Background: an optimization exercise with open tools, aiming at small area. Do not read the settings as production practice. The RTL was checked by simulation tests, not by an equivalence proof against the original design.

Setup of job 6312:
## rifl_link
module rifl_link #
(
    parameter int GT_WIDTH = 64,
    parameter int USER_WIDTH = 64,
    parameter int FRAME_WIDTH = 64,
    parameter int FRAME_ID_WIDTH = 6,
    parameter int FRAME_FREQ = 161
)
(
    input logic clk,
    input logic rst,
    input logic [GT_WIDTH-1:0] gt_rx_data,
    output logic [GT_WIDTH-1:0] gt_tx_data,
    input logic [USER_WIDTH-1:0] s_axis_tdata,
    input logic [USER_WIDTH/8-1:0] s_axis_tkeep,
    input logic s_axis_tlast,
    input logic s_axis_tvalid,
    output logic s_axis_tready,
    output logic [USER_WIDTH-1:0] m_axis_tdata,
    output logic [USER_WIDTH/8-1:0] m_axis_tkeep,
    output logic m_axis_tlast,
    output logic m_axis_tvalid,
    input logic m_axis_tready,
    input logic compensate,
    output logic tx_state_init,
    output logic tx_state_send_pause,
    output logic tx_state_pause,
    output logic tx_state_send_retrans,
    output logic tx_state_retrans,
    output logic tx_state_normal,
    output logic rx_up,
    output logic rx_aligned,
    output logic rx_error,
    output logic rx_pause_request,
    output logic rx_retrans_request,
    output logic local_fc,
    output logic remote_fc
);
    localparam int CRC_WIDTH = 12;
    localparam int CRC_POLY = 12'h02f;
    localparam int SCRAMBLER_N1 = 13;
    localparam int SCRAMBLER_N2 = 33;
    localparam int PAYLOAD_WIDTH = FRAME_WIDTH-4-CRC_WIDTH;
    logic tx_frame_rst;
    logic rx_frame_rst;
    logic gt_init_rst;
    logic tx_poweron_rst;
    logic core_tx_rst;
    logic [2:0] tx_state;
    logic rx_aligned_tx;
    logic rx_aligned_rx;
    logic [PAYLOAD_WIDTH-1:0] tx_narrow_tdata;
    logic [PAYLOAD_WIDTH/8-1:0] tx_narrow_tkeep;
    logic tx_narrow_tlast;
    logic tx_narrow_tvalid;
  ...
For scale: roughly 290 I/O pins, ~0.39 mm² of cells after synthesis.
export LEC_CHECK = 0
export CAP_MARGIN = 20
export CORE_MARGIN = 2
export CORE_UTILIZATION = 30
export SETUP_SLACK_MARGIN = 0.3
export SLEW_MARGIN = 20
export SYNTH_MEMORY_MAX_BITS = 16384
create_clock -name core_clock -period 8.0 [get_ports {clk}]
standard.sh (not shown) runs the stock make flow with config.mk's settings and CLKGATE_MAP_FILE= SYNTH_SCRIPT=/design/flow/synth_recipe.tcl, a recipe that flattens the netlist after the stock synthesis.
==> flow/flow/run.sh <==
#!/bin/bash
# Layout flow: the standard layout (standard.sh) with three changes.
#  1. Synthesis maps the logic with an area-oriented ABC script
#     (flow/abc_area.script) in place of ORFS's delay-oriented one; everything
#     else in synth_recipe.tcl is unchanged, so the registers are the same.
#  2. Clock tree synthesis clusters up to 28 sinks within 90 um per leaf
#     buffer and inserts no dummy loads.
#  3. After global routing, antennas are repaired once more with a margin
#     (flow/grt_antenna.tcl), so that detailed routing leaves fewer of them,
#     and max slew and capacitance are repaired again after it.
# make's output, with every tool's log, goes to flow_make.log; ORFS keeps each
# step's log under orfs/logs/.
set -euo pipefail
W=$(pwd)
cat > "$W/flow_synth.tcl" <<EOT
proc abc {args} {
  set i [lsearch -exact \$args -script]
  if {\$i >= 0} { lset args [expr {\$i + 1}] {$W/flow/abc_area.script} }
  yosys abc {*}\$args
}
source {$W/synth_recipe.tcl}
EOT
sed "s#SYNTH_SCRIPT=[^ ]*#SYNTH_SCRIPT=$W/flow_synth.tcl#" standard.sh > flow_standard.sh
grep -q "SYNTH_SCRIPT=$W/flow_synth.tcl" flow_standard.sh
export CTS_ARGS="-sink_clustering_enable -repair_clock_nets -sink_clustering_size 28 -sink_clustering_max_diameter 90 -dont_use_dummy_load"
export POST_GLOBAL_ROUTE_TCL="$W/flow/grt_antenna.tcl"
bash flow_standard.sh > flow_make.log 2>&1
==> flow/flow/abc_area.script <==
&get -n
&st
&dc2
&dch
&nf -R 1000
&put
==> flow/flow/grt_antenna.tcl <==
repair_antennas -ratio_margin 40 -iterations 5
check_placement -verbose
estimate_parasitics -placement
repair_design_helper
global_route -start_incremental
detailed_placement
global_route -end_incremental -congestion_report_file $::env(REPORTS_DIR)/congestion_post_antenna_margin.rpt
check_placement -verbose
Job 6312 is listed as incomplete: the tool reported an error in detailed routing and the run ended there.
For job 9887, these inputs were changed with respect to job 6312:
- SETUP_SLACK_MARGIN removed (was 0.3)
--- a/flow/flow/run.sh
+++ b/flow/flow/run.sh
@@ -9,2 +9 @@
-#     (flow/grt_antenna.tcl), so that detailed routing leaves fewer of them,
-#     and max slew and capacitance are repaired again after it.
+#     (flow/grt_antenna.tcl), so that detailed routing leaves fewer of them.
==> flow/flow/grt_antenna.tcl <==
repair_antennas -ratio_margin 60 -iterations 5
check_placement -verbose
--- outcome ---
Finished, but not clean: job 9887, with max-slew violations.
Changes observed in job 9887 relative to job 6312: number of placed cells counting well taps closely matched the old numbers; synthesized cell count closely matched the old numbers.
On count of standard-cell rows, job 9887 and job 6312 are basically level.
Final weighted congestion of routability-driven global placement came out exactly the same in job 9887 and job 6312.
Job 9887 against job 6312: first-pass GRT wire length neither gained nor lost much, maximum number of pins on one net before global-route repair barely changed, floorplan die height comparable, post-cts sizing count was more or less identical.
Comparing job 9887 against job 6312, there is no change at all in number of buffers inserted for hold repair after clock tree synthesis.
Here is what was changed in the inputs of job 940 compared with job 9887.
- changing CORE_UTILIZATION from 30 to 35
--- a/flow/flow/run.sh
+++ b/flow/flow/run.sh
@@ -9 +9,2 @@
-#     (flow/grt_antenna.tcl), so that detailed routing leaves fewer of them.
+#     (flow/grt_antenna.tcl), so that detailed routing leaves fewer of them,
+#     and max slew and capacitance are repaired again after it.
==> flow/flow/grt_antenna.tcl <==
repair_antennas -ratio_margin 40 -iterations 5
check_placement -verbose
estimate_parasitics -placement
repair_design_helper
global_route -start_incremental
detailed_placement
global_route -end_incremental -congestion_report_file $::env(REPORTS_DIR)/congestion_post_antenna_margin.rpt
check_placement -verbose
Findings:
Re synthesized cell count: no difference whatsoever between job 940 and job 9887.
Delta (job 940 minus job 9887): worst slack after detailed placement fell 0.94 ns; number of rows created at floorplan has decreased; overall routing resource usage increased by 3.2 points relative to the old numbers.
Job 940 did not finish; a tool error ended it in detailed routing.
Job 9887 -> job 940: initial antenna violation count decreased by more than a quarter

-- re-timing with driven ports --
How much do the figures lean on ideal ports? The routed layout below was timed once more, with nothing changed but the port constraints.
Step 1 sets driving cells, clkbuf_16 on the clock port and buf_2 on the other inputs (assumed; they add their load-dependent delay and slew).
Step 2, shift: input delay + t, output delay - t, t = (earliest + latest rising clock arrival at the registers) / 2. This alone moves slack from input paths to output paths.
Three values: no drivers, after step 1, after step 2; two values: the first two.
run: job 9887
shift t [ns]: 1.253
setup slack, ns: 0.353 / 0.353 / 0.353
worst setup path at the end: register to register
The setup slack of job 9887 moves by 0.000 ns with the drivers and by 0.000 ns with both steps.
